This design comes from an exercise in tuning for small area on the open sky130 flow, not from production work.
Only simulation tests tie the RTL to the original design; equivalence was not proved.
Power is estimated from default activity; no workload was simulated.

[flow/flow/run.sh]
#!/bin/bash
# The standard layout (standard.sh), with area-oriented synthesis and
# buffering: no adder-cell extraction, an area-oriented ABC script (run
# through flow/synth.tcl, which is synth_recipe.tcl with the ABC script
# swapped), one-site port buffers and mid-size clock buffers.
F=$(pwd)/flow
export MY_ABC_SCRIPT=$F/area.abc
bash standard.sh ADDER_MAP_FILE= SYNTH_SCRIPT=$F/synth.tcl \
	"BUFFER_PORTS_ARGS=-buffer_cell sky130_fd_sc_hd__buf_1" \
	"CTS_BUF_LIST=sky130_fd_sc_hd__clkbuf_8" CTS_CLUSTER_SIZE=30 CTS_CLUSTER_DIAMETER=200 \
	finish > standard.log 2>&1
[flow/flow/area.abc]
strash
&get -n
&fraig -x
&put
scorr
dc2
dretime
strash
&get -n
&dch -f
&nf -R 1000
&put
strash
&get -n
&dch -f
&nf -R 1000
&put
[flow/flow/synth.tcl]
proc synth {args} { yosys synth -nofsm -noshare {*}$args }
proc abc {args} {
  set i [lsearch -exact $args -script]
  if { $i >= 0 && [info exists ::env(MY_ABC_SCRIPT)] } { lset args [expr {$i + 1}] $::env(MY_ABC_SCRIPT) }
  yosys abc {*}$args
}
source $::env(SCRIPTS_DIR)/synth.tcl
# left out here: clear keep_hierarchy, flatten, clean up, hide names made inside functions, write 1_2_yosys.v
[flow/standard.sh]
#!/bin/bash
# synth_recipe.tcl (not shown) runs the flow's synth.tcl, then flattens the netlist and writes it again
# the make line also repeats each setting of config.mk as NAME=value (left out here)
make -C /OpenROAD-flow-scripts/flow DESIGN_CONFIG=/design/flow/config.mk WORK_HOME=/design/flow/orfs CLKGATE_MAP_FILE= SYNTH_SCRIPT=/design/flow/synth_recipe.tcl "${@:-finish}"
[flow/config.mk]
export PLATFORM = sky130hd
export DESIGN_NAME = calc_core
export DESIGN_NICKNAME = calc_core
export VERILOG_FILES = /design/flow/design.v
export SDC_FILE = /design/flow/constraint.sdc
export NUM_CORES = 4
export LEC_CHECK = 0
export CAP_MARGIN = 20
export CORE_MARGIN = 2
export CORE_UTILIZATION = 40
export PLACE_DENSITY = 0.6
export SLEW_MARGIN = 20
[flow/constraint.sdc]
create_clock -name core_clock -period 60.0 [get_ports {clk}]
set_input_delay 12.0000 -clock core_clock [delete_from_list [all_inputs] [get_ports {clk}]]
set_output_delay 12.0000 -clock core_clock [all_outputs]
set_load 0.01 [all_outputs]
[flow/design.v]
module sign_reg(key_value, is_op, is_clr, is_eq, is_dig, dcode);
	input      [3:0] key_value;
	output           is_op, is_clr, is_eq, is_dig;
	output reg [3:0] dcode;
assign is_op  = (key_value[1:0] == 2'b11);
assign is_clr = (key_value == 4'd12);
assign is_eq  = (key_value == 4'd14);
assign is_dig = ~is_op & ~is_clr & ~is_eq;
always @(*) begin
	case (key_value)
		4'd0:  dcode = 4'd7;
		4'd1:  dcode = 4'd8;
		4'd2:  dcode = 4'd9;
		4'd4:  dcode = 4'd4;
		4'd5:  dcode = 4'd5;
		4'd6:  dcode = 4'd6;
		4'd8:  dcode = 4'd1;
		4'd9:  dcode = 4'd2;
		4'd10: dcode = 4'd3;
		default: dcode = 4'ha;
	endcase
end
endmodule
module number_reg(nd, dcode, nn, nb);
	input  [11:0] nd;
	input  [3:0]  dcode;
	output [11:0] nn;
	output [9:0]  nb;
function [3:0] val;
	input [3:0] x;
	val = (x == 4'ha) ? 4'd0 : x;
endfunction
	wire   [3:0]  o1 = nd[7:4];
	wire   [3:0]  o0 = nd[3:0];
	wire   [3:0]  n2 = (o1 == 4'd0 || o1 == 4'ha) ? 4'd0 : o1;
	wire   [3:0]  n1 = (o0 == 4'ha && n2 == 4'd0) ? 4'd0 : o0;
assign nn = {n2, n1, dcode};
assign nb = val(nd[11:8]) * 7'd100 + val(nd[7:4]) * 4'd10 + val(nd[3:0]);
endmodule
module processor(d, cin, o);
	input  [23:0] d;
	input         cin;
	output [23:0] o;
	wire   [5:0]  cy;
function [3:0] val;
	input [3:0] x;
	val = (x == 4'ha) ? 4'd0 : x;
endfunction
function [4:0] step;       
	input [3:0] x;
	input       ci;
	reg   [3:0] e;
	begin
		e = (val(x) >= 4'd5) ? val(x) + 4'd3 : val(x);
		if (x == 4'd0)
			step = {1'b0, 3'd0, ci};
		else if ({e[2:0], ci} == 4'd0)
			step = {e[3], 4'ha};
		else
			step = {e[3], e[2:0], ci};
	end
endfunction
assign cy[0] = cin;
genvar k;
generate
	for (k = 0; k < 5; k = k + 1) begin : g
		assign {cy[k+1], o[4*k +: 4]} = step(d[4*k +: 4], cy[k]);
	end
endgenerate
assign o[23:20] = (d[23:20] == 4'd5 && !cy[5]) ? 4'hb : {d[22:20], cy[5]};
endmodule
module drive_tube(dsp, seg);
	input  [23:0] dsp;
	output [47:0] seg;
	wire [111:0] t0 = {16'hf37c, 16'h5770, 16'h5544, 16'h876c, 16'h47fa, 16'h479e, 16'h87ec};
	wire [111:0] t1 = {16'h037c, 16'h0770, 16'h0544, 16'h076c, 16'h07fa, 16'h079e, 16'h07ec};
	genvar k, j;
generate
	for (j = 0; j < 7; j = j + 1) begin : s0
		assign seg[j] = t0[16*j + dsp[3:0]];
	end
	for (k = 1; k < 6; k = k + 1) begin : g
		for (j = 0; j < 7; j = j + 1) begin : s
			assign seg[8*k + j] = t1[16*j + dsp[4*k +: 4]];
		end
	end
	for (k = 0; k < 6; k = k + 1) begin : dp
		assign seg[8*k + 7] = 1'b0;
	end
endgenerate
endmodule
module calc_core(clk, rst, key_valid, key_value, ready, seg);
	input         clk;
	input         rst;
	input         key_valid;
	input  [3:0]  key_value;
	output        ready;
	output [47:0] seg;
	reg    [11:0] nd;     
	reg    [19:0] r;      
	reg    [23:0] dsp;    
	reg           c;      
	reg           ar;     
	reg    [1:0]  op;     
	reg           busy;
	reg           ph;     
	reg    [4:0]  cnt;
	wire          is_op, is_clr, is_eq, is_dig;
	wire   [3:0]  dcode;
	wire   [9:0]  nb;
	wire   [11:0] nn;
	wire   [3:0]  symc = {2'b11, op};
	wire   [23:0] dd;
assign ready = ~busy;
wire take = key_valid & ~busy;
sign_reg   u_key (.key_value(key_value), .is_op(is_op), .is_clr(is_clr),
                  .is_eq(is_eq), .is_dig(is_dig), .dcode(dcode));
number_reg u_num (.nd(nd), .dcode(dcode), .nn(nn), .nb(nb));
wire [9:0]  acc  = dsp[23:14];
wire        div  = c & (op == 2'd3);
wire        mul  = c & (op == 2'd2);
wire        sub  = c & (op == 2'd1);
wire        rbit = (r[0] ^ sub) & c;
wire        addn = mul ? r[0] : (cnt == 5'd0);
wire [10:0] a_in = div ? {acc, r[19]} : {1'b0, acc};
wire [10:0] b_in = div ? ~{1'b0, nb} : (addn ? {1'b0, nb} : 11'd0);
wire [11:0] sum  = {1'b0, a_in} + {1'b0, b_in} + {11'd0, div | (~mul & rbit)};
wire        q    = sum[11];
wire        last = (cnt == 5'd19);
processor  u_dd  (.d(dsp), .cin(r[19]), .o(dd));
drive_tube u_seg (.dsp(dsp), .seg(seg));
wire [23:0] ZERO = {20'd0, 4'ha};
always @(posedge clk) begin
	if (rst) begin
		nd   <= {8'd0, 4'ha};
		r    <= 20'd0;
		dsp  <= ZERO;
		c    <= 1'b0;
		ar   <= 1'b0;
		busy <= 1'b0;
	end
	else if (busy) begin
		cnt <= cnt + 5'd1;
		if (!ph) begin
			if (div) begin
				dsp[23:14] <= q ? sum[9:0] : a_in[9:0];
				r          <= {r[18:0], q};
			end
			else begin
				dsp[23:14] <= sum[10:1];
				r          <= {sum[0] ^ sub, r[19:1]};
			end
			if (last) begin
				cnt <= 5'd0;
				if (c) begin
					ph  <= 1'b1;
					dsp <= ZERO;
				end
				else begin
					busy <= 1'b0;
					dsp  <= {20'd0, symc};
					nd   <= {8'd0, 4'ha};
				end
			end
		end
		else begin
			dsp <= dd;
			r   <= {r[18:0], r[19]};
			if (last) busy <= 1'b0;
		end
	end
	else if (take) begin
		cnt <= 5'd0;
		if (is_dig) begin
			nd <= nn;
			if (!c) dsp <= {12'd0, nn};
			else if (dsp[3:2] == 2'b11) begin
				dsp  <= ZERO;
				busy <= 1'b1;
				ph   <= 1'b1;
			end
		end
		if (is_op) begin
			ar  <= 1'b1;
			op  <= key_value[3:2];
			dsp <= {20'd0, 2'b11, key_value[3:2]};
			ph  <= 1'b0;
			if (c) nd <= {8'd0, 4'ha};
			else begin
				busy <= 1'b1;
				dsp  <= 24'd0;
			end
		end
		if (is_clr) begin
			ar  <= 1'b0;
			c   <= 1'b0;
			r   <= 20'd0;
			nd  <= {8'd0, 4'ha};
			dsp <= ZERO;
		end
		if (is_eq) begin
			c    <= 1'b1;
			ph   <= ~ar;
			busy <= 1'b1;
			dsp  <= ZERO;
		end
	end
end
endmodule
==> results of run 1 <==
-- worst register-to-register path, stage by stage (launching register included) --
cell	delay, ns
dfxtp_1	0.53
and3_1	0.52
a21oi_1	0.74
a21oi_1	0.22
maj3_1	0.44
maj3_1	0.40
maj3_1	0.39
maj3_1	0.38
maj3_1	0.41
o21a_1	0.20
a21oi_1	0.19
nor2_1	0.07
a21oi_1	0.19
a21oi_1	0.14
o21ai_0	0.27
a21oi_1	0.15
nor2b_1	0.30
nor2_1	0.63
clkinv_1	0.16
o221ai_1	0.21
a222oi_1	0.13
nor2_1	0.12
-- cell usage after synthesis --
master,count,area [sq um]
nand3b_1,2,15.0
xor2_1,9,78.8
buf_4,6,45.0
a211oi_1,14,105
edfxtp_1,8,240
o22ai_1,7,43.8
and2_0,7,43.8
nand2b_1,17,106
nor2_1,167,627
a222oi_1,2,20.0
a21boi_0,3,22.5
nor3_1,23,115
a21oi_1,96,480
nand2_1,88,330
o211ai_1,7,52.6
maj3_1,6,60.1
a31oi_1,13,81.3
conb_1,1,3.75
clkinv_1,12,45.0
a21o_1,4,30.0
dfxtp_1,59,1180
nor2b_1,10,62.6
a311oi_1,2,17.5
xnor2_1,37,324
nand4_1,3,18.8
a221oi_1,3,26.3
a32oi_1,3,26.3
nand3_1,18,90.1
a2111oi_0,1,8.76
and3_1,7,43.8
a22oi_1,10,75.1
o221ai_1,3,26.3
or2_0,11,68.8
o21bai_1,7,52.6
o31ai_1,6,45.0
mux2i_1,5,50.1
o21a_1,5,37.5
o21ai_0,81,405
-- through the flow --
step           cells   util
2_1_floorplan    768      -
3_3_place_gp     988  0.441
3_5_place_dp     988  0.441
4_1_cts         1004  0.457
5_1_grt         1004  0.458
6_report        1004  0.458
-- registers in the layout (all words and copies together), names as in the netlist --
name	cells
busy	1
ar	1
r	20
cnt	5
ph	1
c	1
dsp	24
op	2
nd	12
-- cell families (layout without fill, tap and decap cells) --
family          after synthesis  count (layout)  synth area share
mux                           5               5           0.00980
compound gates              267             267             0.305
other cells                   1               6          0.000734
simple gates                353             353             0.298
fa+ha+maj                     6               6            0.0118
flops                        67              67             0.278
buf+inv                      18              82            0.0176
xor+xnor                     46              46            0.0789
-- power breakdown --
part,internal [mW],switching (mW),total [mW]
combinational,0.0148,0.0239,0.0387
clock,0.0204,0.0187,0.0391
sequential,0.0477,0.00491,0.0526
total,0.0830,0.0474,0.130
-- layout by cell type (no fill, tap or decap), drive strengths merged, types with 14 or more instances in the layout --
cell type and n:
a211oi 14, a21oi 96, buf 53, clkinv 15
dfxtp 59, nand2 88, nand2b 17, nand3 18
nor2 167, nor3 23, o21ai 81, xnor2 37
-- path summary, 6_finish.rpt --
kind                start  endpoint  slack, ns  depth (start not counted)
max          key_value[2]    dsp[2]      45.60                          9
min                    ar        ar       0.48                          1
max reg2reg             c   dsp[23]      53.16                         21
min reg2reg            ar        ar       0.48                          1
-- area by class of cell --
cell class	count	area (sq um)
clock buffer	10	138
clock inverter	6	65.1
fill	1312	6790
inverter	12	45.0
multi-input combinational	683	3620
sequential	67	1420
tap	172	215
timing repair buffer	54	223
-- layer usage --
layer | wire length (um) | up-vias | global-route usage
met5 | 0 | - | 0
met4 | 137 | 0 | 0.0463
li1 | - | 2868 | -
met2 | 6430 | 111 | 0.346
met1 | 6360 | 2523 | 0.261
met3 | 467 | 15 | 0.0257
==> metrics.yaml, run 1 <==
timing:
  finalSetupViolCount: 0
  fmax_mhz: 69.5
  fin_tns_setup_ns: 0
  slew_violations: 0
  fin_crit_sh: 0.240
  tightest_slew_ns: 0.912
  finalCriticalPeriod_ns: 14.40
  relSlewSlack: 0.387
  fin_skew_ns: 0.00824
  hold_slack_ns: 0.481
  hold_violations: 0
  final.setup.worst_slack_ns: 45.60
  rsz0062_at_grt: "no"
pwr:
  power.density_nw_per_um2: 22.8
  power_mw: 0.130
  power_leakage_nw: 2.07
  peakVddDrop_uv: 12.4
global_routing:
  grt_use_total: 0.198
  grt_pass1_vias: 4817
  grt_max_degree: 51
  gr-total-overflow: 0
  antenna_found_initial: 0
  grt_pass1_wl_mm: 22.3
finish:
  num-nets-final: 834
  antenna_cells: 0
  area_growth_syn_to_layout_pct: 12.2
  fin_area_sq_um: 5730
  layout-drive-gt1-share: 0.0276
place:
  place_ws_ns: 45.04
  port_buffers: 49
  place_area_sq_um: 5520
  dp_hpwl_mm: 9.58
  routabilityCongestion: 0.873
drt:
  vias_per_cell: 5.50
  wire_per_inst_um: 13.3
  drt_wl_total_mm: 13.4
  routed-via-count: 5517
  drt-pass1-iter-count: 5
  drc: 0
  drtIter0Drc: 361
  drtAntennaViolNets: 0
synthesis:
  ys_seq_area_frac: 0.278
  syn_avg_cell_area_sq_um: 6.69
  ys_ff_latch: 67
  syn_area_sq_um: 5110
  syn_inst: 763
  ys_warn_count: 4
  synth_cell_types: 38
setup_path:
  cp_max_fo: 15
  cp_top_family: "simple AND/OR/NAND/NOR gates"
  slowest_stage: "or2_0"
  endpoint_kind: "register"
  crit_arrival_ns: 14.59
  critical_path_class: "input pin to register"
  crit_required_ns: 60.19
  cp-start-kind: "input pin"
  cp_slowest_stage_delay_ns: 0.58
  critical_path.cell_chain: "buf_1 > nand2_1 > nor3_1 > nor2_1 > o21ai_0 > o22ai_2 > or2_0 > a2111oi_0 > a211oi_1"
  worst-path-buf-inv: 1
cts:
  postCtsSetupBuffers: 0
  path_clk_slew_ns: 0.08
  cts_resized: 0
  cts_tree: "yes"
  cts_buffers: 9
  clock-root-buffer: "clkbuf_8"
  cts_sinks: 67
  cts_hold_buf: 0
  htreeDepth: 3
  clk_latency_ns: 0.34
  cts_buffer_depth: 2
die:
  core-area_sq_um: 12500
  die_w_um: 117
  row_count: 41
  pin_count: 56
  start_util: 0.408
  die_area_sq_um: 13700
  die_h_um: 117
job:
  cap_violations: 0
min_path:
  min_path_type: "register to register"
outcome:
  status: "timing/DRC/antenna clean"
==> run 2, diff against run 1 <==
--- a/flow/flow/run.sh
+++ b/flow/flow/run.sh
@@ -7,5 +7,5 @@
 export MY_ABC_SCRIPT=$F/area.abc
 bash standard.sh ADDER_MAP_FILE= SYNTH_SCRIPT=$F/synth.tcl \
 	"BUFFER_PORTS_ARGS=-buffer_cell sky130_fd_sc_hd__buf_1" \
-	"CTS_BUF_LIST=sky130_fd_sc_hd__clkbuf_8" CTS_CLUSTER_SIZE=30 CTS_CLUSTER_DIAMETER=200 \
+	"CTS_BUF_LIST=sky130_fd_sc_hd__clkbuf_8" \
 	finish > standard.log 2>&1
==> run 2 against run 1 <==
  * Combinational power barely moved
  * Synthesized area did not move
  * Utilization did not move
  * Sequential share of layout area did not move
  * Clock skew did not move
  * Sequential power barely moved
  * Synthesized cell count did not move
  * Critical endpoint unchanged
  * Global-route usage did not move
  * Final area did not move
  * Worst hold slack did not move
==> metrics.yaml, run 2 <==
timing:
  finalCriticalPeriod_ns: 14.40
  hold_violations: 0
  fmax_mhz: 69.5
  tightest_slew_ns: 0.912
  fin_tns_setup_ns: 0
  fin_crit_sh: 0.240
  fin_skew_ns: 0.00824
  slew_violations: 0
  finalSetupViolCount: 0
  rsz0062_at_grt: "no"
  final.setup.worst_slack_ns: 45.60
  relSlewSlack: 0.387
drt:
  drt_wl_total_mm: 13.4
  drtAntennaViolNets: 0
  drt-pass1-iter-count: 5
  drc: 0
  drtIter0Drc: 361
  vias_per_cell: 5.50
  routed-via-count: 5517
  wire_per_inst_um: 13.3
finish:
  fin_area_sq_um: 5730
  fin_cells: 1004
  mostFrequentLayoutCells: "nor2_1 (166), a21oi_1 (96), nand2_1 (88)"
  regMostFlops: "dsp"
  top_regs: "dsp x24, r x20, nd x12"
  layout-drive-gt1-share: 0.0276
  area_growth_syn_to_layout_pct: 12.2
  largest_reg_flops: 24
  fillers: 1312
  antenna_cells: 0
  final_common_cell: "nor2_1"
  num-nets-final: 834
cts:
  htreeDepth: 3
  cts_resized: 0
  cts_buffer_depth: 2
  clk_latency_ns: 0.34
  clock-root-buffer: "clkbuf_8"
  cts_buffers: 9
  cts_sinks: 67
  path_clk_slew_ns: 0.08
  postCtsSetupBuffers: 0
  cts_tree: "yes"
  cts_hold_buf: 0
synthesis:
  synth.most_common_cell: "nor2_1"
  synthTopCellsByCount: "nor2_1 (167), a21oi_1 (96), nand2_1 (88), o21ai_0 (81), dfxtp_1 (59)"
  synth.top_cell.area_share: 0.231
  ys_warn_count: 4
  async_reset_ff_frac: 0
  yosys.area.top_type: "dfxtp_1"
  synthTopCellsByArea: "dfxtp_1 (23%), nor2_1 (12%), a21oi_1 (9.4%)"
  syn_avg_cell_area_sq_um: 6.69
  synth_cell_types: 38
  synthFlopType: "dfxtp_1"
  syn_area_sq_um: 5110
  synth_edf_count: 8
  ys_seq_area_frac: 0.278
  syn_inst: 763
  ys_ff_latch: 67
place:
  dp_hpwl_mm: 9.58
  place_inst: 988
  port_buffers: 49
  place_area_sq_um: 5520
  routabilityCongestion: 0.873
  place_ws_ns: 45.04
die:
  die_h_um: 117
  core-area_sq_um: 12500
  start_util: 0.408
  pin_count: 56
  die_w_um: 117
  die_area_sq_um: 13700
  row_count: 41
setup_path:
  cp_max_fo: 15
  cp-start-kind: "input pin"
  critical_path_class: "input pin to register"
  reg2reg_slack_ns: 53.16
  crit_arrival_ns: 14.59
  endpoint_kind: "register"
  crit_required_ns: 60.19
global_routing:
  grt_pass1_wl_mm: 22.3
  grt_pass1_vias: 4817
  grt_use_total: 0.198
  gr-total-overflow: 0
  antenna_found_initial: 0
  grt_max_degree: 51
outcome:
  status: "timing/DRC/antenna clean"
pwr:
  power.density_nw_per_um2: 22.8
  power_leakage_nw: 2.07
  peakVddDrop_uv: 12.4
  power_mw: 0.130
min_path:
  min_path_type: "register to register"
job:
  cap_violations: 0
## run 2: per-stage QoR
stage          hold WS [ns]  utilization
6_report              0.481        0.458
3_5_place_dp          0.467        0.441
3_3_place_gp          0.455        0.441
5_1_grt               0.510        0.458
4_1_cts               0.486        0.457
2_1_floorplan         0.426            -
## run 2: final cells by class
cell class / count / area (sq um) / share of cell area
inverter: 12 / 45.0 / 0.00786
timing repair buffer: 54 / 223 / 0.0389
clock buffer: 10 / 138 / 0.0240
tap: 172 / 215 / 0.0376
sequential: 67 / 1420 / 0.248
clock inverter: 6 / 65.1 / 0.0114
multi-input combinational: 683 / 3620 / 0.632
## run 2: per-layer routing
metal | GRT usage | share of wire
met5 | 0 | 0
met4 | 0.0463 | 0.010
met3 | 0.0257 | 0.035
met2 | 0.346 | 0.48
met1 | 0.261 | 0.47
## run 2: power by group
part	switching, mW	internal, mW
registers	0.00491	0.0477
logic	0.0239	0.0148
clock network	0.0187	0.0204
total	0.0474	0.0830
## run 2: cell families after synthesis
group / synth area share
AOI/OAI and AO/OA: 0.305
xor gates and xnor gates: 0.0789
adders and majority gates: 0.0118
buffers and inverters: 0.0176
DFF: 0.278
muxes: 0.00980
other: 0.000734
and+or+nand+nor: 0.298
## run 2: critical path: stages
cell	delay (ns)
buf_1	0.29
nand2_1	0.13
nor3_1	0.39
nor2_1	0.09
o21ai_0	0.20
o22ai_2	0.33
or2_0	0.58
a2111oi_0	0.47
a211oi_1	0.09
## run 2: path summary, 6_finish.rpt
kind | startpoint | endpoint | cells past startpoint
max | key_value[2] | dsp[2] | 9
min | ar | ar | 1
max reg2reg | c | dsp[23] | 21
min reg2reg | ar | ar | 1

-- re-timing with driven ports --
Ports are ideal in the flow. The routed layouts listed here were re-timed in OpenROAD.
Step 1 (the two cells are an assumption about what drives the block):
set clk [get_ports {clk}]
set_driving_cell -lib_cell sky130_fd_sc_hd__clkbuf_16 $clk
set_driving_cell -lib_cell sky130_fd_sc_hd__buf_2 [delete_from_list [all_inputs] $clk]
Step 2 adds t to the input delays and takes it off the output delays; t is the mean of the earliest and latest rising clock arrival at the registers after step 1. Input paths then give back, and output paths get back, about the clock's delay inside the block.
Three values: no drivers, after step 1, after step 2; two values: the first two.
| run | t, ns | setup WS [ns] | latest minus earliest clock arrival (ns) | worst data-port slew with drivers (ns) |
|---|---|---|---|---|
| run 1 | 0.365 | 45.603 / 45.611 / 45.245 | 0.009 / 0.009 | 0.03 |
| run 2 | 0.365 | 45.603 / 45.611 / 45.245 | 0.009 / 0.009 | 0.03 |
After both steps every run listed still meets setup and hold.
